What follows belongs to an exercise in optimizing a design on an open flow for small area, a short achievable clock period and few clock cycles per item; a production flow would make more cautious choices. Where RTL was checked, it was by simulation tests only, not by an equivalence proof against the original. Function not checked in run 6: the RTL went through the layout flow alone.

## flow/flow/run.sh

```bash
#!/bin/bash
# The standard layout (bash standard.sh: ORFS synthesis to finish, with
# the standard flow's config.mk and SDC unchanged), with two changes to how the layout is
# made:
#  * the port buffers are plain buffers (buf_1) instead of the delay buffers
#    that buffer_ports otherwise picks;
#  * repair_timing aims for a setup slack margin, so that the resizer works on
#    the critical paths although the 40 ns clock is met with room to spare.
# Each tool's full output goes to standard.log in this folder (ORFS also
# keeps its per-step logs under orfs/logs).
set -euo pipefail
export BUFFER_PORTS_ARGS="-buffer_cell sky130_fd_sc_hd__buf_1"
export SETUP_SLACK_MARGIN=${SETUP_SLACK_MARGIN_OVERRIDE:-29.0}
bash standard.sh > standard.log 2>&1
```

## flow/standard.sh

```bash
#!/bin/bash
# synth_recipe.tcl (not shown) runs the flow's synth.tcl, then flattens the netlist and writes it again
# the make line also repeats each setting of config.mk as NAME=value (left out here)
make -C /OpenROAD-flow-scripts/flow DESIGN_CONFIG=/design/flow/config.mk WORK_HOME=/design/flow/orfs CLKGATE_MAP_FILE= SYNTH_SCRIPT=/design/flow/synth_recipe.tcl "${@:-finish}"
```

## flow/config.mk

```make
export PLATFORM = sky130hd
export DESIGN_NAME = haze_removal
export DESIGN_NICKNAME = haze_removal
export VERILOG_FILES = /design/flow/design.v
export SDC_FILE = /design/flow/constraint.sdc
export NUM_CORES = 4
export LEC_CHECK = 0
export ABC_AREA = 1
export CAP_MARGIN = 20
export CORE_MARGIN = 2
export CORE_UTILIZATION = 40
export SLEW_MARGIN = 20
```

## flow/constraint.sdc

```tcl
create_clock -name core_clock -period 40.0 [get_ports {clock}]
set_input_delay 8.0000 -clock core_clock [delete_from_list [all_inputs] [get_ports {clock}]]
set_output_delay 8.0000 -clock core_clock [all_outputs]
set_load 0.01 [all_outputs]
```

## flow/design.v

```verilog
`timescale 1ns / 1ps
module MINB #(parameter N = 9) ( w, m );
input  [8*N-1:0] w;
output [7:0]     m;
wire [N-1:0] dead [0:8];
assign dead[8] = {N{1'b0}};
genvar k, i;
generate for (k = 7; k >= 0; k = k - 1) begin : gk
    wire [N-1:0] e;
    for (i = 0; i < N; i = i + 1) begin : gi
        assign e[i] = dead[k+1][i] | w[8*i+k];
    end
    assign m[k] = &e;
    assign dead[k] = dead[k+1] | ({N{~m[k]}} & e);
end endgenerate
endmodule
module MIN9( w, m );
input  [71:0] w;
output [7:0]  m;
MINB #(9) mn (w, m);
endmodule
`timescale 1ns / 1ps
module LT8( a, b, lt );
input  [7:0] a, b;
output lt;
wire [8:0] c;
assign c[0] = 1'b0;
genvar i;
generate for (i = 0; i < 8; i = i + 1) begin : gb
    assign c[i+1] = (a[i] ^ b[i]) ? b[i] : c[i];
end endgenerate
assign lt = c[8];
endmodule
`timescale 1ns / 1ps
module MAX3( a, b, c, m );
input  [7:0] a, b, c;
output [7:0] m;
wire [7:0] mn;
MINB #(3) mx ({~c, ~b, ~a}, mn);
assign m = ~mn;
endmodule
`timescale 1ns / 1ps
module alight_est( clock, reset, valid, start, min, A, Aq );
input clock;
input reset;
input valid;
input start;
input  [7:0] min;
output [7:0] A;
output [6:0] Aq;
reg [6:0] Areg;
wire [6:0] base = start ? 7'd52 : Areg;         
wire [7:0] mx_n;
MINB #(2) mx ({~min, 1'b0, ~base}, mx_n);
assign A  = ~mx_n;
assign Aq = Areg;
always @(posedge clock)
begin
    if (reset)      Areg <= 7'd52;
    else if (valid) Areg <= A[6:0];
end
endmodule
`timescale 1ns / 1ps
module transmission_estimation( r5, g5, b5, bc3 );
input  [7:0] r5, g5, b5;
output [7:0] bc3;
wire [7:0] bc;
MAX3 mx (r5, g5, b5, bc);
wire [7:0] y = {bc[6:0], 1'b0};
wire [8:0] c;
assign c[0] = 1'b0;
genvar i;
generate for (i = 0; i < 8; i = i + 1) begin : gb
    assign bc3[i]  = bc[i] ^ y[i] ^ c[i];
    assign c[i+1] = (bc[i] ^ y[i]) ? c[i] : bc[i];
end endgenerate
endmodule
`timescale 1ns / 1ps
module ABSDIFF( C, A, d, s );
input  [7:0] C, A;
output [7:0] d;
output       s;
wire [7:0] x;
wire [8:0] bo, nz;
assign bo[0] = 1'b0;
assign nz[0] = 1'b0;
genvar i;
generate for (i = 0; i < 8; i = i + 1) begin : gd
    assign x[i]    = C[i] ^ A[i] ^ bo[i];
    assign bo[i+1] = (C[i] ^ A[i]) ? A[i] : bo[i];
    assign d[i]    = x[i] ^ (bo[8] & nz[i]);
    assign nz[i+1] = nz[i] | x[i];
end endgenerate
assign s = ~bo[8] & nz[8];
endmodule
module div_step #(parameter K = 7) ( x, t, y );
input  [23:0] x;
input  [7:0]  t;
output [23:0] y;
wire [8:0] a = {x[7:0], 1'b0};
wire [8:0] d;
wire [9:0] bw;
assign bw[0] = 1'b0;
genvar i;
generate for (i = 0; i < 9; i = i + 1) begin : gi
    wire ti = (i < 8) ? t[i] : 1'b0;
    assign d[i]    = a[i] ^ ti ^ bw[i];
    assign bw[i+1] = (a[i] ^ ti) ? ti : bw[i];
end endgenerate
wire       b  = ~bw[9];                      
wire [7:0] rn = b ? d[7:0] : a[7:0];
wire [7:0] q  = x[15:8] | ({7'd0, b} << K);
assign y = {x[23:16], q, (K == 0) ? 8'd0 : rn};
endmodule
module scene_recovery( A, q, s, J );
input  [7:0] A, q;
input        s;
output [7:0] J;
wire [7:0] y = s ? q : ~q;
wire [7:0] u;
wire [8:0] c;
assign c[0] = ~s;
genvar i;
generate for (i = 0; i < 8; i = i + 1) begin : gb
    wire a = (i == 7) ? 1'b1 : A[i];
    assign u[i]   = a ^ y[i] ^ c[i];
    assign c[i+1] = (a ^ y[i]) ? c[i] : a;
end endgenerate
assign J = (c[8] == s) ? {8{s}} : u;
endmodule
`timescale 1ns / 1ps
module haze_removal( clock, reset, in_valid, frame_start, win_r, win_g, win_b,
                     out_valid, Jr, Jg, Jb );
parameter ICUT = 0;                   
parameter GCUT = 1;                   
parameter MCUT = 0;                   
parameter [7:0] DCUT = 8'b00001000;   
parameter SCUT = 0;                   
parameter OCUT = 1;                   
input clock;
input reset;
input in_valid;
input frame_start;
input [71:0] win_r, win_g, win_b;
output out_valid;
output [7:0] Jr, Jg, Jb;
wire [71:0] wr, wg, wb;
wire        v0, fs0;
PIPE  #(217, ICUT) p_i  (clock, {frame_start, win_r, win_g, win_b}, {fs0, wr, wg, wb});
VPIPE #(ICUT)      p_iv (clock, reset, in_valid, v0);
wire [23:0] gr_c, gg_c, gb_c;
MINB #(3) g_r0 (wr[23:0],  gr_c[7:0]);
MINB #(3) g_r1 (wr[47:24], gr_c[15:8]);
MINB #(3) g_r2 (wr[71:48], gr_c[23:16]);
MINB #(3) g_g0 (wg[23:0],  gg_c[7:0]);
MINB #(3) g_g1 (wg[47:24], gg_c[15:8]);
MINB #(3) g_g2 (wg[71:48], gg_c[23:16]);
MINB #(3) g_b0 (wb[23:0],  gb_c[7:0]);
MINB #(3) g_b1 (wb[47:24], gb_c[15:8]);
MINB #(3) g_b2 (wb[71:48], gb_c[23:16]);
wire [23:0] gr, gg, gb;
wire [7:0]  cr1, cg1, cb1;
wire        v1, fs1;
PIPE  #(97, GCUT) p_g  (clock, {fs0, gr_c, gg_c, gb_c, wr[39:32], wg[39:32], wb[39:32]},
                               {fs1, gr, gg, gb, cr1, cg1, cb1});
VPIPE #(GCUT)      p_gv (clock, reset, v0, v1);
wire [7:0] mr_c, mg_c, mb_c, bc3;
transmission_estimation bc_est (cr1, cg1, cb1, bc3);
MINB #(3) m_r (gr, mr_c);
MINB #(3) m_g (gg, mg_c);
MINB #(3) m_b (gb, mb_c);
wire [7:0] mr, mg, mb, bc3m, cr, cg, cb;
wire       v2, fs2;
PIPE  #(57, MCUT) p_m  (clock, {fs1, mr_c, mg_c, mb_c, bc3, cr1, cg1, cb1},
                               {fs2, mr, mg, mb, bc3m, cr, cg, cb});
VPIPE #(MCUT)     p_mv (clock, reset, v1, v2);
wire [7:0] t_n;
MINB #(4) t_max ({~bc3m, mr, mg, mb}, t_n);
wire [7:0] t = ~t_n;
wire [7:0] Ar, Ag, Ab;        
wire [6:0] Ar_q, Ag_q, Ab_q;  
alight_est al_r (clock, reset, v2, fs2, mr, Ar, Ar_q);
alight_est al_g (clock, reset, v2, fs2, mg, Ag, Ag_q);
alight_est al_b (clock, reset, v2, fs2, mb, Ab, Ab_q);
wire [7:0] dr, dg, db;
wire       sr, sg, sb;
ABSDIFF ad_r (cr, Ar, dr, sr);
ABSDIFF ad_g (cg, Ag, dg, sg);
ABSDIFF ad_b (cb, Ab, db, sb);
wire [23:0] br [0:8];
wire [23:0] bg [0:8];
wire [23:0] bb [0:8];
wire [7:0]  tt [0:8];
wire        vv [0:8];
assign br[0] = {sr, Ar[6:0], 8'd0, dr};
assign bg[0] = {sg, Ag[6:0], 8'd0, dg};
assign bb[0] = {sb, Ab[6:0], 8'd0, db};
assign tt[0] = t;
assign vv[0] = v2;
genvar k;
generate
for (k = 0; k < 8; k = k + 1) begin : step
    wire [23:0] xr, xg, xb;
    wire [7:0]  xt;
    wire        xv;
    DPIPE #(DCUT[k], (DCUT & ((8'd1 << k) - 8'd1)) != 8'd0) p_d (clock, reset, br[k], bg[k], bb[k], tt[k], vv[k],
                                 Ar_q, Ag_q, Ab_q, xr, xg, xb, xt, xv);
    div_step #(.K(7-k)) sr (xr, xt, br[k+1]);
    div_step #(.K(7-k)) sg (xg, xt, bg[k+1]);
    div_step #(.K(7-k)) sb (xb, xt, bb[k+1]);
    assign tt[k+1] = xt;
    assign vv[k+1] = xv;
end
endgenerate
wire [23:0] yr, yg, yb;
wire [7:0]  yt;
wire        yv;
DPIPE #(SCUT, DCUT != 8'd0) p_s (clock, reset, br[8], bg[8], bb[8], tt[8], vv[8],
                          Ar_q, Ag_q, Ab_q, yr, yg, yb, yt, yv);
wire [7:0] Jr_c, Jg_c, Jb_c;
scene_recovery rc_r ({1'b1, yr[22:16]}, yr[15:8], yr[23], Jr_c);
scene_recovery rc_g ({1'b1, yg[22:16]}, yg[15:8], yg[23], Jg_c);
scene_recovery rc_b ({1'b1, yb[22:16]}, yb[15:8], yb[23], Jb_c);
PIPE  #(24, OCUT) p_o  (clock, {Jr_c, Jg_c, Jb_c}, {Jr, Jg, Jb});
VPIPE #(OCUT)     p_ov (clock, reset, yv, out_valid);
endmodule
module PIPE #(parameter W = 1, parameter EN = 1) ( clock, d, q );
input          clock;
input  [W-1:0] d;
output [W-1:0] q;
generate if (EN) begin : r
    reg [W-1:0] x;
    always @(posedge clock) x <= d;
    assign q = x;
end else begin : w
    assign q = d;
end endgenerate
endmodule
module VPIPE #(parameter EN = 1) ( clock, reset, d, q );
input  clock, reset, d;
output q;
generate if (EN) begin : r
    reg x;
    always @(posedge clock)
        if (reset) x <= 1'b0;
        else       x <= d;
    assign q = x;
end else begin : w
    assign q = d;
end endgenerate
endmodule
module DPIPE #(parameter EN = 1, parameter AFTER = 0) ( clock, reset, dr, dg, db, dt, dv,
                                                        Ar, Ag, Ab, qr, qg, qb, qt, qv );
input         clock, reset;
input  [23:0] dr, dg, db;
input  [7:0]  dt;
input         dv;
input  [6:0]  Ar, Ag, Ab;
output [23:0] qr, qg, qb;
output [7:0]  qt;
output        qv;
generate if (EN) begin : r
    reg [23:0] xr, xg, xb;
    reg [7:0]  xt;
    always @(posedge clock)
    begin
        xr <= dr; xg <= dg; xb <= db; xt <= dt;
    end
    if (AFTER) begin : a
        assign qr = xr; assign qg = xg; assign qb = xb;
    end else begin : n
        assign qr = {xr[23], Ar, xr[15:0]};
        assign qg = {xg[23], Ag, xg[15:0]};
        assign qb = {xb[23], Ab, xb[15:0]};
    end
    assign qt = xt;
    VPIPE #(1) v (clock, reset, dv, qv);
end else begin : w
    assign qr = dr; assign qg = dg; assign qb = db; assign qt = dt; assign qv = dv;
end endgenerate
endmodule
```

==> results of run 1 <==
## logic make-up (layout without fill, tap and decap cells)
family	count (synthesis)	count (layout)	share of synthesized area, %
AOI/OAI and AO/OA	662	662	18.9
muxes	1	1	0.0520
xor gates and xnor gates	109	109	4.96
DFF	189	189	19.6
buffers and inverters	666	1095	13.5
and+or+nand+nor	1738	1742	42.1
adders and majority gates	13	13	0.805
## layout by cell type (no fill, tap or decap), types with 43 or more instances in the layout
cell and count:
nor2_1 142, nand2_1 889, nand2_4 43, dfxtp_1 185
o21ai_1 69, o21ai_0 151, o21ai_2 65, or2_2 80
a21oi_1 146, a21oi_2 85, inv_1 518, inv_2 66
nand2_2 137, buf_4 204, xor2_1 77, nand3_1 242
buf_1 233
## per-layer routing
layer	track usage [%]	vias to the layer above
met5	0	-
met4	4.45	0
met3	3.35	61
met2	38.5	427
met1	29.5	9723
li1	-	11600
## worst max-delay path: cells and delay by family
family	cells	cell delay [ns]
compound gates	17	2.34
simple gates	7	0.67
buf+inv	6	0.45
## per-stage QoR
step	hold WS, ns	instance area [sq um]	util, %
finish	0.409	25200	52.8
global route	0.443	25200	52.8
CTS	0.408	21700	45.5
detailed placement	0.396	20700	43.5
global placement	0.400	20700	43.5
floorplan	0.388	19300	-
## state kept, by name (all words and copies together), names as in the netlist
name / cells
p_gv.r.x: 1
step.p_d.r.xb: 12
step.p_d.r.v.r.x: 1
al_b.Areg: 7
step.p_d.r.xt: 8
al_r.Areg: 7
p_ov.r.x: 1
step.p_d.r.xg: 12
step.p_d.r.xr: 12
p_o.r.x: 24
al_g.Areg: 7
p_g.r.x: 97
## final timing paths
kind	endpoint	slack (ns)	cells past startpoint
worst max-delay path	p_g.r.x[24]$_DFF_P_	28.97	30
worst min-delay path	p_ov.r.x$_SDFF_PP0_	0.41	2
worst max register to register	step[3].p_d.r.xr[5]$_DFF_P_	29.62	96
worst min register to register	p_ov.r.x$_SDFF_PP0_	0.41	2
## final cells by class
type / instances / area [sq um]
Clock buffer: 18 / 429
Clock inverter: 14 / 148
Fill cell: 4876 / 22500
Inverter: 609 / 2350
Multi-Input combinational cell: 2527 / 15000
Sequential cell: 189 / 3800
Tap cell: 615 / 769
Timing Repair Buffer: 454 / 2650
## what timing repair did
item | 4_1_cts | 5_1_grt
hold buffers | 0 | 0
buffers inserted | 20 | 179
gates cloned | 0 | 4
resized for setup | 89 | 592
pin swaps | 14 | 277
setup endpoints to repair | 52 | 69
==> impl_metrics.tcl, run 1 <==
set metrics [dict create \
    synth_top_area_share_pct 19.6 \
    design.core.area_sq_mm 0.0476 \
    min_period_over_period_pct 27.6 \
    io_pins 245 \
    first_iter_violations 1124 \
    drc 0 \
    netlist_area_sq_mm 0.0193 \
    worst_slew_pin_slew_ns 0.911 \
    critPathMostFrequentCell "a21oi_2" \
    syn_nets 3608 \
    worst-setup-path-type "in2reg" \
    cts_made_buffers 17 \
    arrival_ns 11.45 \
    placed_cells 4191 \
    synth_edf_count 0 \
    drive_gt1_share_pct 25.9 \
    wl_per_cell_um 13.6 \
    hold_path_class "reg2reg" \
    synthTopCellsByCount "945 x nand2_1, 583 x inv_1, 260 x nand3_1, 251 x a21oi_1, 226 x o21ai_0" \
    max_freq_mhz 90.6 \
    first_pass_iters 6 \
    max_cap_violations 0 \
    yosys.area.top_type "dfxtp_1" \
    hp-start "step[3].p_d.r.v.r.x$_SDFF_PP0_" \
    cp-start-kind "input pin" \
    ys_ff_latch 189 \
    vias_per_cell 4.93 \
    yosysMostFrequentCell "nand2_1" \
    antenna_found_initial 0 \
    setup_viol 0 \
    critPathRequiredTime_ns 40.42 \
    fp.dieArea_sq_mm 0.0499 \
    grt_pass1_vias 18400 \
    place_congestion 0.875 \
    synth_area_leaders "dfxtp_1 20%, nand2_1 18%, inv_1 11%, nand3_1 6.8%, a21oi_1 6.5%" \
    yosys_warnings 9 \
    num_antenna_cells 0 \
    syn_to_final_growth_pct 30.6 \
    ys_seq_area_share_pct 19.6 \
    grt_max_degree 31 \
    slew_headroom_pct 39.2 \
    top_layer "met4" \
    tns_ns 0 \
    cp-end-kind "flip-flop" \
    fp.dieH_um 223 \
    cts_sinks 189 \
    clkLatencyLatePin_ns 0.49 \
    rsz0062_at_grt "true" \
    slowest_stage "o21ai_2" \
    hpwlAfterDp_um 45800 \
    clockBufferDepth 2 \
    fin_nets 4028 \
    crit_path_start "win_b[7]" \
    synthCells 3378 \
    detailedPlace.worstSlack_ns 27.79 \
    hold_viol 0 \
    status "timing/DRC/antenna clean" \
    vias 21800 \
    grt_pass1_wl_um 90200 \
    layout_min_cycle_time_ns 11.03 \
    synth_cell_types 58 \
    ant_nets 0 \
    numPortBuffers 244 \
    syn_area_per_cell_sq_um 5.70 \
    met1_length_um 27800 \
    met3_length_um 2560 \
    critPathMaxFanout 3 \
    start_util_pct 40.4 \
    wl_um 60100 \
    finClkSkew_ns 0.0215 \
    met2_length_um 28800 \
    async_reset_ff_share_pct 0 \
    final_max_slew_viol_count 0 \
    grt_usage_pct 22.3 \
    synth_ff_type "dfxtp_1" \
    die_w_um 223 \
    timing.rr.start "p_g.r.x[15]$_DFF_P_" \
    setup_slack_ns 28.97 \
    cts_root_buffer "clkbuf_16" \
    stdcell_count 4426 \
    num_rows 80 \
    max_stage_delay_ns 0.21 \
    gr-total-overflow 0 \
    cts_tree "built" \
    htree_levels 4 \
    cts.clk_slew.worst_paths_ns 0.08 \
]
Testbench counts, summed over its fixed seeds: cycles 16,016, items 16,000.
==> inputs of run 2 (changes only) <==
--- a/flow/flow/run.sh
+++ b/flow/flow/run.sh
@@ -12,3 +12,4 @@
 export BUFFER_PORTS_ARGS="-buffer_cell sky130_fd_sc_hd__buf_1"
 export SETUP_SLACK_MARGIN=${SETUP_SLACK_MARGIN_OVERRIDE:-29.0}
+export SETUP_MOVE_SEQUENCE=${SETUP_MOVE_SEQUENCE_OVERRIDE:-sizeup,swap}
 bash standard.sh > standard.log 2>&1
==> run 2 against run 1 <==
Net effect: still clean on timing, DRC and antenna; global-route usage up 0.051 points; wire length fell by 2.7%; critical path depth shrank 1; clock-buffer cell count did not move; sequential cell count unchanged; core utilization decreased by 1.8 points; synthesized cell count stayed put; hold slack lost 0.0032 ns; worst setup slack got worse by 0.10 ns; final cell count down 4.6%.
==> impl_metrics.tcl, run 2 <==
set metrics [dict create \
    syn_area_per_cell_sq_um 5.70 \
    arrival_ns 11.55 \
    path_buf_inv 5 \
    design.core.area_sq_mm 0.0476 \
    fp.dieH_um 223 \
    io_pins 245 \
    globalRouteMet1Util_pct 29.6 \
    final_cell_mix "851 x nand2_1, 519 x inv_1, 231 x nand3_1" \
    rsz0062_at_grt "true" \
    min_period_over_period_pct 27.8 \
    wl_um 58400 \
    synth_top_area_share_pct 19.6 \
    clockBufferDepth 2 \
    async_reset_ff_share_pct 0 \
    mostFrequentLayoutCell "nand2_1" \
    clkLatencyLatePin_ns 0.48 \
    status "timing/DRC/antenna clean" \
    critical_path.top_delay_family "compound AO/OA/AOI/OAI gates" \
    max_cap_violations 0 \
    largest_reg_flops 97 \
    max_freq_mhz 89.8 \
    grt_use_met2_pct 38.6 \
    use_met3_pct 3.42 \
    utilization_pct 51.0 \
    cts_sinks 189 \
    ys_seq_area_share_pct 19.6 \
    finClkSkew_ns 0.0145 \
    fin_nets 3825 \
    grt_usage_pct 22.4 \
    cts_tree "built" \
    slew_headroom_pct 38.2 \
    gr-total-overflow 0 \
    postCtsSetupRepairBufs 0 \
    fp.dieArea_sq_mm 0.0499 \
    regMostFlops "p_g.r.x" \
    syn_nets 3608 \
    yosysMostFrequentCell "nand2_1" \
    synthCells 3378 \
    worst_slew_pin_slew_ns 0.925 \
    hold_path_class "reg2reg" \
    synth_area_leaders "dfxtp_1 20%, nand2_1 18%, inv_1 11%, nand3_1 6.8%, a21oi_1 6.5%" \
    grt_pass1_wl_um 90600 \
    synthTopCellsByCount "945 x nand2_1, 583 x inv_1, 260 x nand3_1, 251 x a21oi_1, 226 x o21ai_0" \
    busiest_layer "met2" \
    htree_levels 4 \
    worst-setup-path-type "in2reg" \
    numPortBuffers 244 \
    syn_to_final_growth_pct 26.1 \
    ys_ff_latch 189 \
    grt_pass1_vias 18400 \
    final_max_slew_viol_count 0 \
    num_antenna_cells 0 \
    synth_cell_types 58 \
    critPathMaxFanout 3 \
    critPathRequiredTime_ns 40.41 \
    cts_made_buffers 17 \
    place_congestion 0.875 \
    cts_root_buffer "clkbuf_16" \
    vias_per_cell 4.97 \
    vias 21000 \
    synth_edf_count 0 \
    tns_ns 0 \
    max_stage_delay_ns 0.21 \
    hold_viol 0 \
    drive_gt1_share_pct 22.9 \
    first_iter_violations 990 \
    layout_min_cycle_time_ns 11.14 \
    yosys.area.top_type "dfxtp_1" \
    ant_nets 0 \
    cp-start-kind "input pin" \
    synth_ff_type "dfxtp_1" \
    wl_per_cell_um 13.8 \
    cp-end-kind "flip-flop" \
    netlist_area_sq_mm 0.0193 \
    top_regs "p_g.r.x (97), p_o.r.x (24)" \
    slowest_stage "o21ai_4" \
    setup_viol 0 \
    start_util_pct 40.4 \
    grt_max_degree 31 \
    antenna_found_initial 0 \
    drc 0 \
    cts-hold-fix-buffers 0 \
    first_pass_iters 5 \
    num_rows 80 \
    cts.clk_slew.worst_paths_ns 0.08 \
    yosys_warnings 9 \
    hpwlAfterDp_um 45800 \
    die_w_um 223 \
]
run 2: cell types whose count changed in the layout (fill, tap and decap cells not counted), sizes merged:
| cell | previous run | this run |
|---|---|---|
| buf | 454 | 255 |
| nand2 | 1083 | 1079 |
| clkinv | 10 | 11 |
| inv | 610 | 609 |
run 2: cells by family after synthesis:
group	after synthesis	share of synthesized area, %
xor+xnor	109	4.96
compound gates	662	18.9
mux	1	0.0520
buf+inv	666	13.5
fa+ha+maj	13	0.805
flops	189	19.6
simple gates	1738	42.1
run 2: final cells by class:
type | count | area, sq um
Clock buffer | 18 | 429
Clock inverter | 14 | 148
Fill cell | 4952 | 23300
Inverter | 609 | 2400
Multi-Input combinational cell | 2523 | 15600
Sequential cell | 189 | 3800
Tap cell | 615 | 769
Timing Repair Buffer | 255 | 1180
run 2: metrics by stage:
step           hold slack (ns)  instances  worst slack [ns]  cell area [sq um]
2_1_floorplan            0.388       3378             29.03              19300
3_3_place_gp             0.400       4191             27.86              20700
3_5_place_dp             0.396       4191             27.79              20700
4_1_cts                  0.408       4223             28.97              21900
5_1_grt                  0.443       4223             28.20              24300
6_report                 0.406       4223             28.86              24300
run 2: worst register-to-register path, delay by kind of cell (launching register included):
| kind | cells | cell delay [ns] |
|---|---|---|
| AOI/OAI and AO/OA | 13 | 1.90 |
| adders and majority gates | 1 | 0.25 |
| buffers and inverters | 6 | 0.37 |
| DFF | 1 | 0.40 |
| and+or+nand+nor | 82 | 7.99 |
run 2: routing by layer:
metal  wire [um]  part of all wire (%)  vias to the layer above
met5           0                     0                        -
met4         667                   1.1                        0
met3        2550                   4.4                       52
met2       28000                    48                      390
met1       27200                    47                     9352
li1            -                     -                    11200
run 2: worst paths after layout:
kind / depth (start not counted) / slack (ns) / startpoint / end
setup reg to reg: 102 / 28.99 / p_g.r.x[23]$_DFF_P_ / step[3].p_d.r.xg[6]$_DFF_P_
hold reg to reg: 2 / 0.41 / step[3].p_d.r.v.r.x$_SDFF_PP0_ / p_ov.r.x$_SDFF_PP0_
setup / recovery: 29 / 28.86 / win_r[39] / p_g.r.x[80]$_DFF_P_
hold / removal: 2 / 0.41 / step[3].p_d.r.v.r.x$_SDFF_PP0_ / p_ov.r.x$_SDFF_PP0_
run 2: what timing repair did:
action	4_1_cts	5_1_grt
resized for setup	179	644
hold endpoints to repair	0	0
endpoints found under the setup margin	52	69
pin swaps	66	306
==> inputs of run 3 (changes only) <==
--- a/flow/flow/run.sh
+++ b/flow/flow/run.sh
@@ -11,5 +11,4 @@
 set -euo pipefail
 export BUFFER_PORTS_ARGS="-buffer_cell sky130_fd_sc_hd__buf_1"
-export SETUP_SLACK_MARGIN=${SETUP_SLACK_MARGIN_OVERRIDE:-29.0}
-export SETUP_MOVE_SEQUENCE=${SETUP_MOVE_SEQUENCE_OVERRIDE:-sizeup,swap}
+export SETUP_SLACK_MARGIN=${SETUP_SLACK_MARGIN_OVERRIDE:-28.5}
 bash standard.sh > standard.log 2>&1
==> run 3 against run 2 <==
Net effect: worst setup slack better by 0.042 ns; sequential share of layout area rose by 1.5 points; hold slack worse by 0.0017 ns; critical path depth rose by 1; core utilization down 4.5 points; non-clock buffer count rose by 29; first-iteration DRC count up 9.3%; clock skew down 0.0013 ns; wire length decreased by 4.4%; synthesized cell count unchanged; die area unchanged; critical endpoint is now p_g.r.x[24]$_DFF_P_; largest cell class unchanged.
==> impl_metrics.tcl, run 3 <==
set metrics [dict create \
    synth_edf_count 0 \
    yosysMostFrequentCell "nand2_1" \
    wl_um 55800 \
    drc 0 \
    antenna_found_initial 0 \
    ys_seq_area_share_pct 19.6 \
    first_pass_iters 6 \
    fp.dieArea_sq_mm 0.0499 \
    async_reset_ff_share_pct 0 \
    hp-start "step[3].p_d.r.v.r.x$_SDFF_PP0_" \
    grt_pass1_wl_um 89500 \
    synthCells 3378 \
    ant_nets 0 \
    clockBufferDepth 2 \
    ys_ff_latch 189 \
    mostFrequentLayoutCell "nand2_1" \
    timing.rr.start "p_g.r.x[23]$_DFF_P_" \
    num_rows 80 \
    detailedPlace.worstSlack_ns 27.79 \
    layout_min_cycle_time_ns 11.09 \
    final_max_slew_viol_count 0 \
    synth_area_leaders "dfxtp_1 20%, nand2_1 18%, inv_1 11%, nand3_1 6.8%, a21oi_1 6.5%" \
    num_antenna_cells 0 \
    grt_usage_pct 22.2 \
    synth_top_area_share_pct 19.6 \
    cts_tree "built" \
    hold_viol 0 \
    syn_nets 3608 \
    setup_viol 0 \
    cts-hold-fix-buffers 0 \
    regMostFlops "p_g.r.x" \
    max_cap_violations 0 \
    max_freq_mhz 90.1 \
    first_iter_violations 1082 \
    final_cell_mix "933 x nand2_1, 578 x inv_1, 251 x nand3_1" \
    rsz0062_at_grt "true" \
    io_pins 245 \
    hpwlAfterDp_um 45800 \
    cts.clk_slew.worst_paths_ns 0.08 \
    worst_slew_pin_slew_ns 0.871 \
    max_stage_delay_ns 0.19 \
    drive_gt1_share_pct 13.6 \
    crit_path_start "win_b[7]" \
    cp-start-kind "input pin" \
    grt_pass1_vias 18200 \
    wl_per_cell_um 13.1 \
    place_congestion 0.875 \
    finClkSkew_ns 0.0132 \
    clkLatencyLatePin_ns 0.48 \
    syn_area_per_cell_sq_um 5.70 \
    tns_ns 0 \
    cts_sinks 189 \
    hold_path_class "reg2reg" \
    slowest_stage "o21ai_1" \
    arrival_ns 11.49 \
    cts_root_buffer "clkbuf_16" \
    synth_ff_type "dfxtp_1" \
    grt_max_degree 31 \
    largest_reg_flops 97 \
    yosys_warnings 9 \
    whs_ns 0.405 \
    cts_made_buffers 17 \
    synth_cell_types 58 \
    syn_to_final_growth_pct 15.0 \
    htree_levels 4 \
    fin_nets 3855 \
    worst-setup-path-type "in2reg" \
    min_period_over_period_pct 27.7 \
    yosys.area.top_type "dfxtp_1" \
    fill_cells 5221 \
    die_w_um 223 \
    slew_headroom_pct 41.9 \
    start_util_pct 40.4 \
    fp.dieH_um 223 \
    synthTopCellsByCount "945 x nand2_1, 583 x inv_1, 260 x nand3_1, 251 x a21oi_1, 226 x o21ai_0" \
    vias_per_cell 4.86 \
    design.core.area_sq_mm 0.0476 \
    numPortBuffers 244 \
    top_regs "p_g.r.x (97), p_o.r.x (24)" \
    gr-total-overflow 0 \
    vias 20700 \
    netlist_area_sq_mm 0.0193 \
    critPathMaxFanout 3 \
    status "timing/DRC/antenna clean" \
    setup_slack_ns 28.91 \
    critPathRequiredTime_ns 40.40 \
    cp-end-kind "flip-flop" \
]
run 3: cell counts after synthesis:
Identical to the previous run, type by type.
run 3: timing repair:
action                                 CTS  global route
resized for setup                        4           196
cloned                                   0             1
pin swaps                                1            28
setup endpoints to repair               28            62
endpoints found under the hold margin    0             0
buffers inserted                         4            25
run 3: layout make-up:
type / count / area (sq um) / area share (%)
Multi-Input combinational cell: 2524 / 13500 / 60.8
Timing Repair Buffer: 284 / 1240 / 5.62
Clock buffer: 18 / 429 / 1.94
Sequential cell: 189 / 3790 / 17.1
Clock inverter: 14 / 148 / 0.666
Inverter: 609 / 2290 / 10.3
Tap cell: 615 / 769 / 3.47
run 3: logic make-up after synthesis:
group | after synthesis | share of synthesized area [%]
AOI/OAI and AO/OA | 662 | 18.9
xor gates and xnor gates | 109 | 4.96
adders and majority gates | 13 | 0.805
buffers and inverters | 666 | 13.5
DFF | 189 | 19.6
muxes | 1 | 0.0520
and+or+nand+nor | 1738 | 42.1
run 3: stage by stage:
| step | util (%) | cell area [sq um] | instances |
|---|---|---|---|
| 6_report | 46.5 | 22200 | 4253 |
| 5_1_grt | 46.5 | 22200 | 4253 |
| 4_1_cts | 44.8 | 21400 | 4227 |
| 3_5_place_dp | 43.5 | 20700 | 4191 |
| 3_3_place_gp | 43.5 | 20700 | 4191 |
| 2_1_floorplan | - | 19300 | 3378 |
run 3: worst max-delay path: cells and delay by family:
| kind | cells | cell delay [ns] |
|---|---|---|
| AOI/OAI and AO/OA | 17 | 2.27 |
| and+or+nand+nor | 7 | 0.72 |
| buffers and inverters | 6 | 0.52 |
run 3: path summary, 6_finish.rpt:
| path | to | cells past startpoint | slack (ns) |
|---|---|---|---|
| hold reg to reg | p_ov.r.x$_SDFF_PP0_ | 2 | 0.40 |
| setup reg to reg | step[3].p_d.r.xg[6]$_DFF_P_ | 101 | 29.30 |
| setup / recovery | p_g.r.x[24]$_DFF_P_ | 30 | 28.91 |
| hold / removal | p_ov.r.x$_SDFF_PP0_ | 2 | 0.40 |
run 3: metal layers:
metal	wire length [um]	GRT usage (%)	vias up
li1	-	-	11300
met1	26800	29.4	8975
met2	25800	38.0	387
met3	2520	3.41	44
met4	742	4.43	0
met5	0	0	-
==> inputs of run 4 (changes only) <==
--- a/flow/design.v
+++ b/flow/design.v
@@ -105,9 +105,16 @@
 generate for (i = 0; i < 9; i = i + 1) begin : gi
     wire ti = (i < 8) ? t[i] : 1'b0;
-    assign d[i]    = a[i] ^ ti ^ bw[i];
+    assign d[i]    = 1'b0;
     assign bw[i+1] = (a[i] ^ ti) ? ti : bw[i];
 end endgenerate
 wire       b  = ~bw[9];                      
-wire [7:0] rn = b ? d[7:0] : a[7:0];
+wire [7:0] ts = t & {8{b}};
+wire [8:0] b2;
+wire [7:0] rn;
+assign b2[0] = 1'b0;
+for (i = 0; i < 8; i = i + 1) begin : gs
+    assign rn[i]   = a[i] ^ ts[i] ^ b2[i];
+    assign b2[i+1] = (a[i] ^ ts[i]) ? ts[i] : b2[i];
+end
 wire [7:0] q  = x[15:8] | ({7'd0, b} << K);
 assign y = {x[23:16], q, (K == 0) ? 8'd0 : rn};
==> run 4 against run 3 <==
Net effect: sequential share of layout area up 0.50 points; sequential cell count unchanged; non-clock buffer count grew 2; core utilization is 0.44 points lower; synthesized cell count shrank 3.7%; final cell count fell by 3.2%; worst setup slack gained 0.051 ns; first-iteration DRC count grew 5.7%; critical endpoint is now p_g.r.x[88]$_DFF_P_.
==> impl_metrics.tcl, run 4 <==
set metrics [dict create \
    worst-setup-path-type "in2reg" \
    grt_pass1_wl_um 88000 \
    timing.rr.start "p_g.r.x[23]$_DFF_P_" \
    yosys.area_share.xor_xnor_pct 8.74 \
    drc 0 \
    cts_made_buffers 17 \
    critPathMaxFanout 3 \
    ant_nets 0 \
    hpwlAfterDp_um 44300 \
    cp-start-kind "input pin" \
    grt_pass1_vias 17900 \
    layout_min_cycle_time_ns 11.04 \
    grt_usage_pct 22.1 \
    fin_nets 3726 \
    max_freq_mhz 90.6 \
    synth_area_leaders "dfxtp_1 20%, nand2_1 18%, inv_1 11%, xor2_1 6.8%, a21oi_1 6.6%" \
    clkLatencyLatePin_ns 0.48 \
    multi_input_area_sq_mm 0.0129 \
    max_stage_delay_ns 0.24 \
    hp-start "step[3].p_d.r.v.r.x$_SDFF_PP0_" \
    numPortBuffers 244 \
    antenna_found_initial 2 \
    fp.dieH_um 222 \
    arrival_ns 11.40 \
    async_reset_ff_share_pct 0 \
    netlist_area_sq_mm 0.0190 \
    synthMuxAreaShare_pct 0 \
    gr-total-overflow 0 \
    synth_top_family_by_area "simple AND/OR/NAND/NOR gates" \
    finClkSkew_ns 0.0156 \
    ys_seq_area_share_pct 19.9 \
    num_rows 79 \
    largest_reg_flops 97 \
    regMostFlops "p_g.r.x" \
    worstHoldPathCells 2 \
    design.core.area_sq_mm 0.0468 \
    cp-end-kind "flip-flop" \
    slew_headroom_pct 10.2 \
    synth_ff_type "dfxtp_1" \
    hold_viol 0 \
    worst_slew_pin_slew_ns 1.34 \
    fp.dieArea_sq_mm 0.0492 \
    yosysMostFrequentCell "nand2_1" \
    synthCells 3252 \
    htree_levels 4 \
    synth-adder-area-share_pct 0.870 \
    top_regs "p_g.r.x (97), p_o.r.x (24)" \
    cts_tree "built" \
    syn_to_final_growth_pct 13.4 \
    synthTopCellsByCount "893 x nand2_1, 562 x inv_1, 252 x a21oi_1, 229 x nand3_1, 190 x nor2_1" \
    wl_per_cell_um 13.4 \
    ff2ff_setup_slack_ns 29.65 \
    first_pass_iters 6 \
    final_cell_mix "893 x nand2_1, 557 x inv_1, 244 x buf_1" \
    vias_per_cell 4.85 \
    cts_sinks 189 \
    syn_area_per_cell_sq_um 5.84 \
    max_cap_violations 0 \
    yosys_warnings 9 \
    synth_simple_gate_area_share_pct 37.7 \
    whs_ns 0.421 \
    ys_ff_latch 189 \
    syn_nets 3482 \
    grt_max_degree 42 \
    critPathRequiredTime_ns 40.36 \
    cts.clk_slew.worst_paths_ns 0.07 \
    rsz0062_at_grt "false" \
    start_util_pct 40.6 \
    regArea_sq_mm 0.00379 \
    slowest_stage "nor3_4" \
    setup_viol 0 \
    io_pins 245 \
    mostFrequentLayoutCell "nand2_1" \
    min_period_over_period_pct 27.6 \
    synth_edf_count 0 \
    vias 20000 \
    synth_cell_types 59 \
    wl_um 55200 \
    worstReg2RegEnd "step[3].p_d.r.xb[5]$_DFF_P_" \
    synth_top_area_share_pct 19.9 \
    die_w_um 222 \
    status "timing/DRC/antenna clean" \
    yosys.area.top_type "dfxtp_1" \
    min_to "p_ov.r.x$_SDFF_PP0_" \
    synth_compound_area_share_pct 19.1 \
    rr_worst_depth 96 \
    clockBufferDepth 2 \
    tns_ns 0 \
    place_congestion 0.892 \
    first_iter_violations 1144 \
    critPathMostFrequentCell "a21oi_2" \
    fill_cells 5182 \
    drive_gt1_share_pct 11.9 \
    final_max_slew_viol_count 0 \
    cts_root_buffer "clkbuf_16" \
    hold_path_class "reg2reg" \
]
==> run 4: what timing repair did <==
item | 4_1_cts | 5_1_grt
gates resized for setup | 0 | 125
setup buffers | 0 | 23
hold buffers | 0 | 0
setup endpoints to repair | 0 | 54
==> run 4: cell type report <==
| class | count | share of cell area, % |
|---|---|---|
| diodes | 1 | 0.0116 |
| flip-flops and latches | 189 | 17.6 |
| inverters | 590 | 10.3 |
| clock buffers | 21 | 2.18 |
| repair buffers | 286 | 5.72 |
| multi-input cells | 2412 | 60.0 |
| clock inverters | 11 | 0.598 |
| well taps | 607 | 3.53 |
==> run 4: logic make-up (layout without fill, tap and decap cells) <==
| kind of cell | count (synthesis) | count (layout) |
|---|---|---|
| other | 0 | 1 |
| xor gates and xnor gates | 187 | 187 |
| AOI/OAI and AO/OA | 627 | 627 |
| DFF | 189 | 189 |
| buffers and inverters | 652 | 908 |
| and+or+nand+nor | 1583 | 1584 |
| adders and majority gates | 14 | 14 |
==> run 4: critical path: cells and delay by family <==
| kind | cells | cell delay (ns) |
|---|---|---|
| simple gates | 10 | 0.98 |
| compound gates | 15 | 1.94 |
| buf+inv | 5 | 0.49 |
==> run 4: per-layer routing <==
metal	wire length [um]	share of wire (%)	up-vias	GRT usage, %
li1	-	-	10800	-
met4	1390	2.5	0	6.41
met2	24600	45	428	37.1
met3	3100	5.6	66	3.90
met5	0	0	-	0
met1	26000	47	8695	28.9
==> run 4: worst max path at each step <==
stage,slack (ns),start,to,depth (start not counted)
CTS,28.66,win_r[63],p_g.r.x[88]$_DFF_P_,30
global placement,28.28,win_r[63],p_g.r.x[88]$_DFF_P_,30
finish,28.96,win_r[63],p_g.r.x[88]$_DFF_P_,30
global route,28.43,win_g[55],p_g.r.x[64]$_DFF_P_,30
floorplan,29.05,win_b[15],p_g.r.x[24]$_DFF_P_,29
detailed placement,28.17,win_r[63],p_g.r.x[88]$_DFF_P_,30
==> run 4: through the flow <==
stage | setup slack [ns] | cells | utilization, % | instance area [sq um]
2_1_floorplan | 29.05 | 3252 | - | 19000
3_3_place_gp | 28.28 | 4060 | 43.7 | 20400
3_5_place_dp | 28.17 | 4060 | 43.7 | 20400
4_1_cts | 28.66 | 4092 | 45.0 | 21000
5_1_grt | 28.43 | 4116 | 46.1 | 21500
6_report | 28.96 | 4117 | 46.1 | 21500
Testbench counts of run 4, summed over its fixed seeds: cycles 16,016, items 16,000.
==> inputs of run 5 (changes only) <==
--- a/flow/flow/run.sh
+++ b/flow/flow/run.sh
@@ -11,4 +11,5 @@
 set -euo pipefail
 export BUFFER_PORTS_ARGS="-buffer_cell sky130_fd_sc_hd__buf_1"
-export SETUP_SLACK_MARGIN=${SETUP_SLACK_MARGIN_OVERRIDE:-28.5}
+export SETUP_SLACK_MARGIN=${SETUP_SLACK_MARGIN_OVERRIDE:-28.8}
+export RECOVER_POWER=${RECOVER_POWER_OVERRIDE:-100}
 bash standard.sh > standard.log 2>&1
==> run 5 against run 4 <==
Net effect: the layout now fails its checks (max-capacitance violations, max-slew violations); via count up 2.3%; highest routed layer unchanged; non-clock buffer count up 54; sequential share of layout area fell by 0.39 points; wire length grew 3.5%; clock skew rose by 0.0011 ns; largest cell class unchanged; hold slack gained 0.0044 ns; clock-buffer cell count is the same; register-to-register slack worse by 3.1 ns; critical path type is now reg2reg; critical path depth rose by 59.
==> impl_metrics.tcl, run 5 <==
set metrics [dict create \
    final_max_slew_viol_count 25 \
    fill_cells 5211 \
    cts_root_buffer "clkbuf_16" \
    netlist_area_sq_mm 0.0190 \
    failed_checks "max-capacitance violations, max-slew violations" \
    vias 20400 \
    wl_um 57100 \
    worst-setup-path-type "reg2reg" \
    grt_pass1_wl_um 88000 \
    critical_path.top_delay_family "simple AND/OR/NAND/NOR gates" \
    layout_min_cycle_time_ns 13.50 \
    wl_per_cell_um 13.7 \
    grt_max_degree 42 \
    max_cap_violations 1 \
    htree_levels 4 \
    mostFrequentLayoutCell "nand2_1" \
    final_cell_mix "905 x nand2_1, 545 x inv_1, 244 x buf_1" \
    yosys.area.top_type "dfxtp_1" \
    cts-hold-fix-buffers 0 \
    regMostFlops "p_g.r.x" \
    cts_sinks 189 \
    fp.dieH_um 222 \
    hp-start "step[3].p_d.r.v.r.x$_SDFF_PP0_" \
    slew_headroom_pct -2.25 \
    cts.clk_slew.worst_paths_ns 0.08 \
    numPortBuffers 244 \
    yosysMostFrequentCell "nand2_1" \
    ys_seq_area_share_pct 19.9 \
    synthCells 3252 \
    top_regs "p_g.r.x (97), p_o.r.x (24)" \
    critPathRequiredTime_ns 40.35 \
    synth_cell_types 59 \
    place_congestion 0.892 \
    yosys_warnings 9 \
    status "complete, but fails checks" \
    grt_usage_pct 22.1 \
    num_rows 79 \
    first_pass_iters 5 \
    fp.dieArea_sq_mm 0.0492 \
    design.core.area_sq_mm 0.0468 \
    synth_edf_count 0 \
    tns_ns 0 \
    critPathMostFrequentCell "nand2_1" \
    gr-total-overflow 0 \
    cp-start-kind "flip-flop" \
    hpwlAfterDp_um 44300 \
    rsz0062_at_grt "true" \
    drive_gt1_share_pct 14.3 \
    detailedPlace.worstSlack_ns 28.17 \
    setup_slack_ns 26.50 \
    start_util_pct 40.6 \
    cts_made_buffers 17 \
    crit_path_start "p_g.r.x[23]$_DFF_P_" \
    syn_area_per_cell_sq_um 5.84 \
    utilization_pct 47.1 \
    timing.rr.start "p_g.r.x[23]$_DFF_P_" \
    syn_nets 3482 \
    slowest_stage "clkinvlp_2" \
    max_freq_mhz 74.1 \
    async_reset_ff_share_pct 0 \
    ys_ff_latch 189 \
    grt_pass1_vias 17900 \
    syn_to_final_growth_pct 16.0 \
    antenna_found_initial 2 \
    cts_tree "built" \
    largest_reg_flops 97 \
    clkLatencyLatePin_ns 0.48 \
    worst_slew_pin_slew_ns 1.53 \
    min_period_over_period_pct 33.7 \
    max_stage_delay_ns 0.81 \
    clockBufferDepth 2 \
    synth_top_area_share_pct 19.9 \
    hold_viol 0 \
    io_pins 245 \
    cp-end-kind "flip-flop" \
    drc 0 \
    path_buf_inv 8 \
    finClkSkew_ns 0.0167 \
    fin_nets 3782 \
    synth_ff_type "dfxtp_1" \
    vias_per_cell 4.89 \
    synthTopCellsByCount "893 x nand2_1, 562 x inv_1, 252 x a21oi_1, 229 x nand3_1, 190 x nor2_1" \
    setup_viol 0 \
    arrival_ns 13.84 \
    critPathMaxFanout 16 \
    die_w_um 222 \
    ant_nets 0 \
    first_iter_violations 1209 \
    synth_area_leaders "dfxtp_1 20%, nand2_1 18%, inv_1 11%, xor2_1 6.8%, a21oi_1 6.6%" \
    hold_path_class "reg2reg" \
]
## run 5: final timing paths
| kind | slack (ns) | cells after the start | to |
|---|---|---|---|
| worst max-delay path | 26.50 | 89 | step[3].p_d.r.xb[1]$_DFF_P_ |
| worst min-delay path | 0.43 | 2 | p_ov.r.x$_SDFF_PP0_ |
| worst max register to register | 26.50 | 89 | step[3].p_d.r.xb[1]$_DFF_P_ |
| worst min register to register | 0.43 | 2 | p_ov.r.x$_SDFF_PP0_ |
## run 5: cell type report
| type | instances | area, sq um | share of cell area (%) |
|---|---|---|---|
| Antenna cell | 1 | 2.50 | 0.0114 |
| Multi-Input combinational cell | 2414 | 13000 | 59.2 |
| Clock buffer | 21 | 470 | 2.14 |
| Clock inverter | 11 | 129 | 0.585 |
| Tap cell | 607 | 759 | 3.45 |
| Sequential cell | 189 | 3790 | 17.2 |
| Inverter | 590 | 2220 | 10.1 |
| Timing Repair Buffer | 340 | 1610 | 7.33 |
## run 5: cell families (layout without fill, tap and decap cells)
logic type	count (synthesis)	count (layout)	share of synthesized area [%]
adder cells (fa/ha/maj)	14	14	0.870
flip-flops	189	189	19.9
XOR/XNOR	187	187	8.74
other	0	1	0
AND/OR/NAND/NOR	1583	1586	37.7
buffers and inverters	652	962	13.6
AO/OA/AOI/OAI	627	627	19.1
## run 5: per-layer routing
layer	wire length [um]	vias up	share of wire, %	GRT usage (%)
met5	0	-	0	0
met3	2910	67	5.1	3.90
met2	25900	430	45	37.1
li1	-	10900	-	-
met4	1380	0	2.4	6.41
met1	26900	9023	47	28.9
## run 5: repair_timing
item | in CTS | in global routing
gates cloned | 0 | 3
endpoints found under the setup margin | 1 | 68
pin swaps | 0 | 82
buffers inserted | 0 | 77
gates resized for setup | 4 | 328
## run 5: stage by stage
stage / std cells / instance area (sq um) / hold slack (ns)
after detailed placement: 4060 / 20400 / 0.408
after global routing: 4172 / 22000 / 0.448
after global placement: 4060 / 20400 / 0.409
after floorplan: 3252 / 19000 / 0.388
final: 4173 / 22000 / 0.426
after CTS: 4092 / 21000 / 0.430
## run 5: worst reg2reg max path, delay by kind of cell (launching register included)
family / cells / cell delay [ns]
buffers and inverters: 8 / 1.68
adder cells (fa/ha/maj): 1 / 0.25
AND/OR/NAND/NOR: 67 / 8.74
AO/OA/AOI/OAI: 13 / 2.08
flip-flops: 1 / 0.61
==> inputs of run 6 (changes only) <==
--- a/flow/design.v
+++ b/flow/design.v
@@ -139,8 +139,8 @@
 module haze_removal( clock, reset, in_valid, frame_start, win_r, win_g, win_b,
                      out_valid, Jr, Jg, Jb );
-parameter ICUT = 0;                   
-parameter GCUT = 1;                   
+parameter ICUT = 1;                   
+parameter GCUT = 0;                   
 parameter MCUT = 0;                   
-parameter [7:0] DCUT = 8'b00001000;   
+parameter [7:0] DCUT = 8'b00100001;   
 parameter SCUT = 0;                   
 parameter OCUT = 1;                   
--- a/flow/flow/run.sh
+++ b/flow/flow/run.sh
@@ -11,5 +11,4 @@
 set -euo pipefail
 export BUFFER_PORTS_ARGS="-buffer_cell sky130_fd_sc_hd__buf_1"
-export SETUP_SLACK_MARGIN=${SETUP_SLACK_MARGIN_OVERRIDE:-28.8}
-export RECOVER_POWER=${RECOVER_POWER_OVERRIDE:-100}
+export SETUP_SLACK_MARGIN=${SETUP_SLACK_MARGIN_OVERRIDE:-28.5}
 bash standard.sh > standard.log 2>&1
==> run 6 against run 5 <==
Net effect: the run now finishes clean; synthesized cell count rose by 8.7%; die area is 22% higher; core utilization fell by 1.9 points; sequential share of layout area increased by 11 points; clock skew grew 0.0023 ns; hold slack got worse by 0.082 ns.
==> impl_metrics.tcl, run 6 <==
set metrics [dict create \
    setup_viol 0 \
    cts_tree "built" \
    design.core.area_sq_mm 0.0576 \
    cts_made_buffers 44 \
    max_cap_violations 0 \
    tns_ns 0 \
    syn_nets 3767 \
    worstSetupEndpoint "out_valid" \
    rsz0062_at_grt "false" \
    fin_nets 4000 \
    clockBufferDepth 3 \
    first_pass_iters 5 \
    cts-hold-fix-buffers 0 \
    regMostFlops "p_i.r.x" \
    worstPathCellList "buf_1" \
    numPortBuffers 244 \
    synth_area_leaders "dfxtp_1 32%, nand2_1 15%, inv_1 9.7%, xor2_1 5.7%, nand3_1 5.6%" \
    hpwlAfterDp_um 48900 \
    yosysMostFrequentCell "nand2_1" \
    mostFrequentLayoutCell "nand2_1" \
    drc 0 \
    critical_path_depth 1 \
    synth_cell_types 65 \
    cts.clk_slew.worst_paths_ns 0.06 \
    drive_gt1_share_pct 9.57 \
    syn_area_per_cell_sq_um 6.57 \
    ys_ff_latch 372 \
    synth_edf_count 0 \
    postLayoutCellArea_sq_mm 0.0261 \
    worst_slew_pin_slew_ns 0.968 \
    place_congestion 0.885 \
    hold_viol 0 \
    grt_pass1_wl_um 97300 \
    grt_usage_pct 20.1 \
    gr-total-overflow 0 \
    hold_path_class "reg2reg" \
    wl_um 60800 \
    first_iter_violations 1118 \
    largest_reg_flops 217 \
    utilization_pct 45.2 \
    ant_nets 0 \
    min_period_over_period_pct 22.6 \
    clkLatencyLatePin_ns 0.58 \
    worstHoldPathCells 0 \
    worst-setup-path-type "reg2out" \
    finClkSkew_ns 0.0190 \
    max_freq_mhz 111 \
    num_rows 88 \
    ff2ff_setup_slack_ns 31.68 \
    layout_min_cycle_time_ns 9.04 \
    critical_path.top_delay_family "flip-flops" \
    cp-start-kind "flip-flop" \
    critPathRequiredTime_ns 32.00 \
    async_reset_ff_share_pct 0 \
    ys_seq_area_share_pct 32.0 \
    grt_pass1_vias 19600 \
    grt_max_degree 38 \
    cts_sinks 372 \
    die_w_um 245 \
    arrival_ns 1.04 \
    synth_top_area_share_pct 32.0 \
    synth_ff_type "dfxtp_1" \
    io_pins 245 \
    final_cell_mix "950 x nand2_1, 600 x inv_1, 372 x dfxtp_1" \
    fp.dieH_um 245 \
    hp-start "step[0].p_d.r.xr[23]$_DFF_P_" \
    antenna_found_initial 0 \
    timing.rr.start "p_i.r.x[39]$_DFF_P_" \
    netlist_area_sq_mm 0.0232 \
    cts_resized 0 \
    synthTopCellsByCount "950 x nand2_1, 600 x inv_1, 372 x dfxtp_1, 259 x nand3_1, 239 x a21oi_1" \
    wl_per_cell_um 13.3 \
    slew_headroom_pct 35.1 \
    whs_ns 0.343 \
    slowest_stage "dfxtp_1" \
    final_max_slew_viol_count 0 \
    vias 21600 \
    syn_to_final_growth_pct 12.1 \
    fp.dieArea_sq_mm 0.0600 \
    synthCells 3535 \
    cts_root_buffer "clkbuf_16" \
    rr_worst_depth 51 \
    vias_per_cell 4.73 \
    yosys.area.top_type "dfxtp_1" \
    path_buf_inv 1 \
    placed_area_sq_mm 0.0246 \
    critPathMaxFanout 1 \
    worstReg2RegEnd "step[0].p_d.r.xb[2]$_DFF_P_" \
    status "timing/DRC/antenna clean" \
    max_stage_delay_ns 0.31 \
    yosys_warnings 10 \
    postCtsSetupRepairBufs 0 \
    htree_levels 2 \
    num_antenna_cells 0 \
    crit_path_start "p_ov.r.x$_SDFF_PP0_" \
    cp-end-kind "output pin" \
    start_util_pct 40.4 \
]
==> run 6: changes by cell type after synthesis, moves of 24 or more <==
cell,previous run,this run
inv_1,562,600
clkbuf_8,0,24
nand2_1,893,950
dfxtp_1,189,372
nor2_1,190,160
nand2_2,86,137
nand3_1,229,259
==> run 6: per-stage QoR <==
step | setup WS, ns | instances
4_1_cts | 30.91 | 4568
5_1_grt | 30.90 | 4568
3_5_place_dp | 31.19 | 4487
6_report | 30.96 | 4568
2_1_floorplan | 31.47 | 3535
3_3_place_gp | 31.20 | 4487
==> run 6: kinds of logic (layout without fill, tap and decap cells) <==
| kind of cell | after synthesis | in the layout | synth area share, % |
|---|---|---|---|
| and+or+nand+nor | 1658 | 1658 | 32.3 |
| xor gates and xnor gates | 189 | 189 | 7.28 |
| adders and majority gates | 13 | 13 | 0.754 |
| buffers and inverters | 701 | 969 | 13.0 |
| AOI/OAI and AO/OA | 601 | 601 | 14.6 |
| muxes | 1 | 1 | 0.0431 |
| DFF | 372 | 372 | 32.0 |
==> run 6: final cells by class <==
| cell class | instances | area [sq um] |
|---|---|---|
| Inverter | 629 | 2370 |
| Tap cell | 765 | 957 |
| Timing Repair Buffer | 259 | 1030 |
| Multi-Input combinational cell | 2462 | 12800 |
| Sequential cell | 372 | 7450 |
| Fill cell | 6080 | 31500 |
| Clock buffer | 61 | 1260 |
| Clock inverter | 20 | 213 |
==> run 6: worst min-delay path by stage <==
stage | end | slack, ns
after detailed placement | step[5].p_d.r.xr[23]$_DFF_P_ | 0.33
after floorplan | step[5].p_d.r.xb[23]$_DFF_P_ | 0.31
after global placement | step[5].p_d.r.xr[23]$_DFF_P_ | 0.33
after CTS | step[5].p_d.r.xr[23]$_DFF_P_ | 0.34
after global routing | step[5].p_d.r.xr[23]$_DFF_P_ | 0.35
final | step[5].p_d.r.xr[23]$_DFF_P_ | 0.34
==> run 6: layer usage <==
layer / track usage (%) / share of wire [%]
met5: 0 / 0
met4: 6.26 / 2.9
met3: 3.04 / 4.8
met2: 35.0 / 47
met1: 25.5 / 46
==> inputs of run 7 (changes only) <==
--- a/flow/design.v
+++ b/flow/design.v
@@ -142,5 +142,5 @@
 parameter GCUT = 0;                   
 parameter MCUT = 0;                   
-parameter [7:0] DCUT = 8'b00100001;   
+parameter [7:0] DCUT = 8'b01000001;   
 parameter SCUT = 0;                   
 parameter OCUT = 1;                   
--- a/flow/config.mk
+++ b/flow/config.mk
@@ -9,4 +9,4 @@
 export CAP_MARGIN = 20
 export CORE_MARGIN = 2
-export CORE_UTILIZATION = 40
+export CORE_UTILIZATION = 60
 export SLEW_MARGIN = 20
==> run 7 against run 6 <==
Net effect: still clean on timing, DRC and antenna; sequential share of layout area grew 0.89 points; largest cell class unchanged; sequential cell count grew 3; core utilization grew 22 points; critical path depth is the same.
==> impl_metrics.tcl, run 7 <==
set metrics [dict create \
    status "timing/DRC/antenna clean" \
    rsz0062_at_grt "false" \
    path_buf_inv 1 \
    worst-setup-path-type "reg2out" \
    hold_path_class "reg2reg" \
    grt_pass1_vias 20800 \
    vias_per_cell 5.21 \
    synthCells 3522 \
    syn_to_final_growth_pct 10.7 \
    timing.rr.start "p_i.r.x[39]$_DFF_P_" \
    max_cap_violations 0 \
    fp.dieArea_sq_mm 0.0399 \
    critPathMaxFanout 1 \
    final_cell_mix "1036 x nand2_1, 583 x inv_1, 373 x dfxtp_1" \
    vias 22300 \
    num_rows 71 \
    worstHoldPathCells 0 \
    synth_cell_types 68 \
    cts.clk_slew.worst_paths_ns 0.06 \
    gr-total-overflow 0 \
    grt_usage_pct 30.5 \
    ys_seq_area_share_pct 32.6 \
    grt_pass1_wl_um 98000 \
    max_stage_delay_ns 0.35 \
    first_iter_violations 1184 \
    met2_length_um 27800 \
    worstReg2RegEnd "step[0].p_d.r.xb[4]$_DFF_P_" \
    final_max_slew_viol_count 0 \
    io_pins 245 \
    fp.dieH_um 200 \
    min_period_over_period_pct 22.7 \
    layout_min_cycle_time_ns 9.10 \
    antenna_found_initial 0 \
    slew_headroom_pct 28.9 \
    place_congestion 0.922 \
    drc 0 \
    fin_nets 3977 \
    detailedPlace.worstSlack_ns 31.20 \
    worstPathCellList "buf_1" \
    clkLatencyLatePin_ns 0.57 \
    syn_nets 3754 \
    ff2ff_setup_slack_ns 31.27 \
    syn_area_per_cell_sq_um 6.54 \
    critPathRequiredTime_ns 32.00 \
    cp-end-kind "output pin" \
    tns_ns 0 \
    min_to "step[6].p_d.r.xg[23]$_DFF_P_" \
    postLayoutCellArea_sq_mm 0.0255 \
    ant_nets 0 \
    synth_area_leaders "dfxtp_1 33%, nand2_1 17%, inv_1 9.5%, xor2_1 6.1%, nand3_1 5.3%" \
    stdcell_count 4286 \
    yosys.area.top_type "dfxtp_1" \
    cts-hold-fix-buffers 0 \
    setup_viol 0 \
    cts_tree "built" \
    yosys_warnings 10 \
    max_freq_mhz 110 \
    yosysMostFrequentCell "nand2_1" \
    regMostFlops "p_i.r.x" \
    first_pass_iters 6 \
    wl_per_cell_um 14.0 \
    arrival_ns 1.10 \
    synth_top_area_share_pct 32.6 \
    drive_gt1_share_pct 8.03 \
    slowest_stage "dfxtp_1" \
    cp-start-kind "flip-flop" \
    htree_levels 2 \
    wl_um 60000 \
    placed_area_sq_mm 0.0242 \
    largest_reg_flops 217 \
    rr_worst_depth 54 \
    hpwlAfterDp_um 46500 \
    critical_path.top_delay_family "flip-flops" \
    netlist_area_sq_mm 0.0230 \
    worst_slew_pin_slew_ns 1.07 \
    met1_length_um 26600 \
    synth_edf_count 0 \
    start_util_pct 61.0 \
    ys_ff_latch 375 \
    async_reset_ff_share_pct 0 \
    hold_viol 0 \
    cts_made_buffers 40 \
    die_w_um 200 \
    met3_length_um 3410 \
    postCtsSetupRepairBufs 0 \
    cts_resized 0 \
    utilization_pct 67.5 \
    cts_root_buffer "clkbuf_16" \
    finClkSkew_ns 0.0210 \
    cts_sinks 375 \
    placed_cells 4214 \
    hp-start "step[0].p_d.r.xg[23]$_DFF_P_" \
    clockBufferDepth 3 \
    mostFrequentLayoutCell "nand2_1" \
    setup_slack_ns 30.90 \
    design.core.area_sq_mm 0.0378 \
    top_layer "met4" \
    numPortBuffers 244 \
    synth_ff_type "dfxtp_1" \
    synthTopCellsByCount "1036 x nand2_1, 583 x inv_1, 375 x dfxtp_1, 246 x nand3_1, 228 x a21oi_1" \
    grt_max_degree 44 \
]
-- run 7: cell types whose count changed after synthesis, moves of 11 or more --
cell	before	now
a21oi_1	239	228
buf_2	4	18
buf_4	3	14
clkbuf_8	24	0
inv_1	600	583
maj3_1	1	21
nand2_1	950	1036
nand2_2	137	115
nand3_1	259	246
o21ai_0	171	155
o21ai_1	41	25
or2_2	42	23
-- run 7: area by class of cell --
type / instances / area, sq um
Fill cell: 3347 / 12300
Inverter: 616 / 2320
Tap cell: 511 / 639
Clock buffer: 57 / 1140
Sequential cell: 375 / 7510
Multi-Input combinational cell: 2455 / 12700
Antenna cell: 1 / 2.50
Timing Repair Buffer: 257 / 1010
Clock inverter: 14 / 166
-- run 7: how the worst max path moves through the flow --
| stage | start | endpoint | slack, ns | cells past startpoint |
|---|---|---|---|---|
| after CTS | p_ov.r.x$_SDFF_PP0_ | out_valid | 30.88 | 1 |
| final | p_ov.r.x$_SDFF_PP0_ | out_valid | 30.90 | 1 |
| after floorplan | reset | al_b.Areg[0]$_SDFFE_PP0P_ | 31.46 | 4 |
| after global placement | reset | al_b.Areg[6]$_SDFFE_PP0P_ | 31.25 | 5 |
| after detailed placement | reset | al_b.Areg[6]$_SDFFE_PP0P_ | 31.20 | 5 |
| after global routing | p_i.r.x[55]$_DFF_P_ | step[0].p_d.r.xb[2]$_DFF_P_ | 30.45 | 54 |
-- run 7: layer usage --
layer | vias to the layer above | GRT usage, %
met3 | 143 | 4.13
met4 | 0 | 12.2
li1 | 11500 | -
met1 | 10100 | 38.3
met2 | 632 | 52.7
met5 | - | 0
-- run 7: kinds of logic after synthesis --
group	synth area share, %
fa+ha+maj	1.63
xor+xnor	7.84
flops	32.6
mux	0.0435
simple gates	32.3
buf+inv	12.3
compound gates	13.3
-- run 7: metrics by stage --
step	hold slack [ns]
2_1_floorplan	0.310
3_3_place_gp	0.311
3_5_place_dp	0.313
4_1_cts	0.331
5_1_grt	0.333
6_report	0.332
Testbench counts of run 7, summed over its fixed seeds: cycles 16,024, items 16,000.

## what the ideal ports hide
The results above use ideal ports. As a check the final layouts listed here were re-extracted and re-timed, cells and wires unchanged. Step 1 assumes that a clkbuf_16 drives the clock port and a buf_2 every other input. Step 2 adds t to the input delays and takes it off the output delays; t is the mean of the earliest and latest rising clock arrival at the registers after step 1. Input paths then give back, and output paths get back, about the clock's delay inside the block. a / b / c = no drivers / after step 1 / after step 2; a / b = the first two.
run	shift t [ns]	setup slack, ns	worst setup path after step 2	worst slew at a driven data input, ns
run 1	0.534	28.966 / 28.980 / 28.446	input to register	0.06
run 2	0.534	28.865 / 28.883 / 28.349	input to register	0.06
run 3	0.532	28.906 / 28.943 / 28.412	input to register	0.06
run 4	0.525	28.957 / 28.990 / 28.465	input to register	0.07
run 5	0.528	26.504 / 26.504 / 26.504	register to register	0.08
run 6	0.632	30.956 / 30.899 / 31.200	input to register	0.07
run 7	0.622	30.905 / 30.847 / 31.154	input to register	0.05
For run 1, which loses most, drivers alone change the setup slack by +0.014 ns; drivers and shift together by -0.520 ns.
